Background: an optimization exercise with open tools, aiming at small area. Do not read the settings as production practice. The RTL was checked by simulation tests, not by an equivalence proof against the original design. Power figures rest on the tool's default switching activity, not on a simulated workload.

==> flow/design.v <==
module EvE #(parameter num_PE = 2)(parent1, parent2, input_clk, wr_en, reset, cfg1, cfg2, cfg3, out1, out2, out3);
input [63:0] parent1;
input [63:0] parent2;
input input_clk, reset, wr_en;
output [64*num_PE-1:0] out1, out2, out3;
input [31:0] cfg1;
input [31:0] cfg2;
input [31:0] cfg3;
wire clk = input_clk;
wire rst = reset;
reg [55:0] memA [0:31];
reg [48:0] memB [0:31];    
reg [4:0]  wp, rpA, rpB;
reg [55:0] dA;
reg [48:0] dB;
reg        rdA, rdB;
always @(posedge clk) begin
  if (wr_en) begin
    memA[wp] <= parent1[55:0];
    memB[wp] <= {parent2[55], parent2[47:0]};
  end
end
always @(posedge clk) begin
  if (rst) begin
    wp  <= 5'd0;
    rpA <= 5'd0;
    rpB <= 5'd0;
  end else begin
    if (wr_en) wp <= wp + 5'd1;
    if (rdA && wp != 5'd0) rpA <= rpA + 5'd1;
    if (rdB && wp != 5'd0) rpB <= rpB + 5'd1;
  end
end
reg [55:0] rdA_val;
reg [48:0] rdB_val;
integer k;
always @* begin
  rdA_val = 56'd0;
  rdB_val = 49'd0;
  for (k = 0; k < 32; k = k + 1) begin
    rdA_val = rdA_val | (memA[k] & {56{rpA == k}});
    rdB_val = rdB_val | (memB[k] & {49{rpB == k}});
  end
end
always @(posedge clk) begin
  if (rst) begin
    dA[55]    <= 1'b0;
    dA[47:32] <= 16'd0;
    dB[48:32] <= 17'd0;
  end else begin
    if (rdA) begin
      dA[55]    <= rdA_val[55];
      dA[47:32] <= rdA_val[47:32];
    end
    if (rdB) dB[48:32] <= rdB_val[48:32];
  end
end
always @(posedge clk) begin
  if (rdA) begin
    dA[54:48] <= rdA_val[54:48];
    dA[31:0]  <= rdA_val[31:0];
  end
  if (rdB) dB[31:0] <= rdB_val[31:0];
end
reg  [35:0] r1;
wire [35:0] R1 = {r1[0], r1[35:1]} ^ r1;
always @(posedge clk) begin
  if (rst) r1 <= 36'h101010101;
  else     r1 <= R1;
end
wire [3:0] S1;
assign S1[3] = R1[35:4] > cfg1;
assign S1[2] = R1[34:3] > cfg1;
assign S1[1] = R1[33:2] > cfg1;
assign S1[0] = R1[32:1] > cfg1;
wire gr1  = R1[35:4] > cfg2;
wire grt1 = R1[34:3] > cfg3;
wire       cA = dA[55];
wire       cB = dB[48];
wire [7:0] nA = dA[47:40], nB = dB[47:40];
wire [7:0] tA = dA[39:32], tB = dB[39:32];
wire eq_n = nA == nB;
wire gr_n = nA > nB;
wire eq_c = tA == tB;
wire gr_c = tA > tB;
wire same = cA == cB;
wire xEQ  = same & eq_n & (~cA | eq_c);
wire selB = (cA & ~cB) | (same & (gr_n | (cA & eq_n & gr_c)));
wire selA = ~xEQ & ~selB;
reg signalX, stage;
reg xv;                
reg x55;
reg [15:0] x4732;
reg [6:0]  x5448;
reg [31:0] xd0, xd1;   
wire xload = !stage && !signalX;
always @(posedge clk) begin
  if (rst) begin
    signalX <= 1'b1;
    stage   <= 1'b0;
    rdA     <= 1'b0;
    rdB     <= 1'b0;
    xv      <= 1'b0;
    x55     <= 1'b1;
  end else begin
    stage <= ~stage;
    if (signalX) begin
      rdA     <= 1'b1;
      rdB     <= 1'b1;
      signalX <= 1'b0;
    end
    if (xload) begin
      rdA   <= 1'b0;
      rdB   <= 1'b0;
      xv    <= ~selB;
      x55   <= selB ? cB : cA;
      x4732 <= selB ? dB[47:32] : dA[47:32];
    end
    if (stage && !signalX) begin
      xv  <= 1'b0;
      rdA <= ~selB;
      rdB <= ~selA;
    end
  end
end
always @(posedge clk) begin
  if (xload) begin
    x5448 <= dA[54:48];
    xd0   <= dA[31:0];
    xd1[31:24] <= (xEQ & S1[3]) ? dB[31:24] : dA[31:24];
    xd1[23:16] <= (xEQ & S1[2]) ? dB[23:16] : dA[23:16];
    xd1[15:8]  <= (xEQ & S1[1]) ? dB[15:8]  : dA[15:8];
    xd1[7:0]   <= (xEQ & S1[0]) ? dB[7:0]   : dA[7:0];
  end
end
reg        dv0, dv1;
reg        d55_0, d55_1;
reg [7:0]  d4740_1;
reg [3:0]  S1q;
reg [11:0] R1q;
always @(posedge clk) begin
  S1q <= S1;
  R1q <= R1[11:0];
end
wire [31:0] dw1;
assign dw1[31:24] = S1q[3] ? xd1[31:24] : xd1[31:24] + {5'd0, R1q[2:0]};
assign dw1[23:16] = S1q[2] ? xd1[23:16] : xd1[23:16] + {5'd0, R1q[5:3]};
assign dw1[15:8]  = S1q[1] ? xd1[15:8]  : xd1[15:8]  + {5'd0, R1q[8:6]};
assign dw1[7:0]   = S1q[0] ? xd1[7:0]   : xd1[7:0]   + {5'd0, R1q[11:9]};
wire del0_match = x55 && (x4732[15:8] == 8'hFF || x4732[7:0] == 8'hFF);
always @(posedge clk) begin
  if (rst) begin
    dv0   <= 1'b0;
    d55_0 <= 1'b1;
  end else if (!del0_match) begin
    dv0   <= xv;
    d55_0 <= x55;
  end else begin
    dv0 <= 1'b0;
  end
end
reg [7:0] dn [0:7];
reg [3:0] nd;
wire [7:0] mt1, mt2;
genvar gi;
generate
  for (gi = 0; gi < 8; gi = gi + 1) begin : gmatch
    assign mt1[gi] = dn[gi] == x4732[15:8];
    assign mt2[gi] = dn[gi] == x4732[7:0];
  end
endgenerate
wire del1_match = |mt1 | |mt2;
wire del1_add   = gr1 & xv & ~x55 & ~nd[3];
integer ii;
always @(posedge clk) begin
  if (rst) begin
    nd <= 4'd0;
    for (ii = 0; ii < 8; ii = ii + 1) dn[ii] <= 8'hFF;
  end else if (del1_add) begin
    dn[nd[2:0]] <= x4732[15:8];
    nd <= nd + 4'd1;
  end
end
wire del1_top  = (gr1 & xv) | (x55 & del1_match);
always @(posedge clk) begin
  if (rst) begin
    dv1   <= 1'b0;
    d55_1 <= 1'b1;
  end else if (!del1_top) begin
    dv1     <= xv;
    d55_1   <= x55;
    d4740_1 <= x4732[15:8];
  end else begin
    dv1 <= 1'b0;
  end
end
wire [55:0] dl0 = {d55_0, x5448, x4732, xd0};
wire [55:0] dl1 = {d55_1, x5448, d4740_1, x4732[7:0], dw1};
reg        a0v;
reg [55:0] a0l;
always @(posedge clk) begin
  if (rst) begin
    a0v <= 1'b0;
    a0l <= {56{1'b1}};
  end else if (dv0) begin
    a0v <= 1'b1;
    a0l <= dl0;
  end else if (dl0[55]) begin
    a0v <= 1'b0;
    a0l <= {56{1'b1}};
  end
end
wire       conn1 = dl1[55];
wire [7:0] id1   = dl1[47:40];
wire A1 = dv1 &  conn1;
wire B1 = dv1 & ~conn1;
wire C1 = ~dv1 & ~conn1;
reg [7:0] prevID;
reg       cntEn;
reg [7:0] maxID;
wire      ge1 = id1 >= maxID;
always @(posedge clk) begin
  if (dv1 && (!conn1 || !rst)) prevID <= id1;
  else if (rst)                prevID <= 8'h05;
end
always @(posedge clk) begin
  if (!rst && maxID < 8'd128) begin
    if (cntEn) maxID <= maxID + 8'd1;
  end else begin
    maxID <= 8'd0;
  end
end
always @(posedge clk) begin
  if (rst)                cntEn <= 1'b0;
  else if (A1)            cntEn <= grt1;
  else if (~conn1)        cntEn <= ge1;
  else                    cntEn <= 1'b0;
end
reg        o1v;
reg [55:0] o1l;
always @(posedge clk) begin
  if (rst || (!dv1 && conn1)) begin
    o1v <= 1'b0;
    o1l <= {56{1'b1}};
  end else if (A1 && grt1) begin
    o1v <= 1'b1;
    o1l[55]    <= 1'b1;
    o1l[54:53] <= dl1[54:53];
    o1l[47:40] <= dl1[47:40];
    o1l[39:32] <= maxID;
    o1l[31:0]  <= dl1[31:0];
  end else if (dv1) begin
    o1v <= 1'b1;
    o1l <= dl1;
  end
end
reg       o2v;
reg       o2_55;
reg [1:0] o2_5453;
reg [7:0] o2_4740, o2_3932;
always @(posedge clk) begin
  if (rst || (dv1 && !grt1) || (!dv1 && conn1)) begin
    o2v     <= 1'b0;
    o2_55   <= 1'b1;
    o2_5453 <= 2'b11;
    o2_4740 <= 8'hFF;
    o2_3932 <= 8'hFF;
  end else if (A1) begin
    o2v     <= 1'b1;
    o2_55   <= 1'b0;
    o2_5453 <= dl1[54:53];
    o2_4740 <= maxID;
  end else if (B1) begin
    o2v     <= 1'b1;
    o2_55   <= 1'b1;
    o2_5453 <= 2'b00;
    o2_4740 <= id1;
    o2_3932 <= prevID;
  end
end
reg       o3v;
reg [1:0] o3_5453;
reg [7:0] o3_4740, o3_3932;
always @(posedge clk) begin
  if (rst || !C1) o3v <= !rst && A1 && grt1;
end
always @(posedge clk) begin
  if (A1 && grt1) begin
    o3_5453 <= dl1[54:53];
    o3_4740 <= maxID;
    o3_3932 <= dl1[39:32];
  end
end
assign out1[63:0]   = {a0v ? 8'h00 : 8'hFF, a0l};
assign out2[63:0]   = {64{1'b1}};
assign out3[63:0]   = {64{1'b1}};
assign out1[127:64] = {o1v ? 8'h01 : 8'hFF, o1l};
assign out2[127:64] = {o2v ? 8'h01 : 8'hFF, o2_55, o2_5453, 5'b11111, o2_4740, o2_3932,
                       {4{2'b11, {6{~o2v}}}}};
assign out3[127:64] = o3v ? {8'h01, 1'b1, o3_5453, 5'b11111, o3_4740, o3_3932, 32'hC0C0C0C0}
                          : {64{1'b1}};
endmodule
==> flow/config.mk <==
export PLATFORM = sky130hd
export DESIGN_NAME = EvE
export DESIGN_NICKNAME = EvE
export VERILOG_FILES = /design/flow/design.v
export SDC_FILE = /design/flow/constraint.sdc
export NUM_CORES = 4
export LEC_CHECK = 0
export CAP_MARGIN = 20
export CORE_MARGIN = 2
export CORE_UTILIZATION = 55
export PLACE_DENSITY = 0.65
export SLEW_MARGIN = 20
==> flow/constraint.sdc <==
create_clock -name core_clock -period 10.0 [get_ports {input_clk}]
set_input_delay 2.0000 -clock core_clock [delete_from_list [all_inputs] [get_ports {input_clk}]]
set_output_delay 2.0000 -clock core_clock [all_outputs]
set_load 0.01 [all_outputs]
standard.sh (not shown) runs the stock make flow with config.mk's settings and CLKGATE_MAP_FILE= SYNTH_SCRIPT=/design/flow/synth_recipe.tcl, a recipe that flattens the netlist after the stock synthesis.
==> flow/flow/run.sh <==
#!/bin/bash
# Own layout flow: the standard flow (standard.sh, with its unchanged
# synthesis), with two settings passed to ORFS through its own variables:
#  - clock tree synthesis with larger sink clusters and no dummy loads;
#  - port buffers (every input and output port still gets one) use the
#    smallest buffer cell; repair_design resizes them where needed.
# The make output goes to standard_flow.log; ORFS keeps each step's log
# under orfs/logs.
set -euo pipefail
export CTS_ARGS="-sink_clustering_enable -repair_clock_nets -dont_use_dummy_load -sink_clustering_size 25 -sink_clustering_max_diameter 80"
export BUFFER_PORTS_ARGS="-buffer_cell sky130_fd_sc_hd__buf_1"
bash standard.sh > standard_flow.log 2>&1
The baseline ran to the end with no violations.
Change:
==> flow/run.sh (new file) <==
#!/bin/bash
# synth_recipe.tcl (not shown) runs the flow's synth.tcl, then flattens the netlist and writes it again
# the make line also repeats each setting of config.mk as NAME=value (left out here)
make -C /OpenROAD-flow-scripts/flow DESIGN_CONFIG=/design/flow/config.mk WORK_HOME=/design/flow/orfs CLKGATE_MAP_FILE= SYNTH_SCRIPT=/design/flow/synth_recipe.tcl finish
Settings changed: CORE_UTILIZATION 55 to 65, CTS_CLUSTER_DIAMETER from default to 80, CTS_CLUSTER_SIZE from default to 25, PLACE_DENSITY 0.65 to 0.75.
removed: flow/flow/run.sh
removed: flow/standard.sh
Outcome: Die area is lower by 15%. Power is higher by 0.90%. Utilization is higher by 12 points. Wire length is lower by 4.2%. Via count is higher by 0.93%. Hold slack is worse by 0.042 ns. Count of clock-buffer cells in the layout is higher by 77. Area after synthesis does not change. Final cell count is lower by 3.6%. Final area is higher by 1.4%.

what the ideal ports hide:
In the flow no input, the clock included, has a driving cell. The finished layouts below were timed again as built, in two steps.
Step 1: set_driving_cell puts a clkbuf_16 on input_clk and a buf_2 on each other input, an assumption about the parent block.
Step 2 also shifts input and output timing later by t, the mid clock arrival at the registers, as if the neighbouring blocks saw the same clock.
Three values: ideal, step 1, step 2; two values: the first two.
| run | t (ns) | setup slack, ns | worst register clock-pin slew, ns |
|---|---|---|---|
| the first run | 0.988 | 5.069 / 5.154 / 4.166 | 0.10 / 0.10 |
| the second run | 0.972 | 4.589 / 4.649 / 3.678 | 0.10 / 0.10 |
After both steps setup and hold are still met in every run listed. For the second run, which loses most, drivers alone change the setup slack by +0.060 ns; drivers and shift together by -0.911 ns.
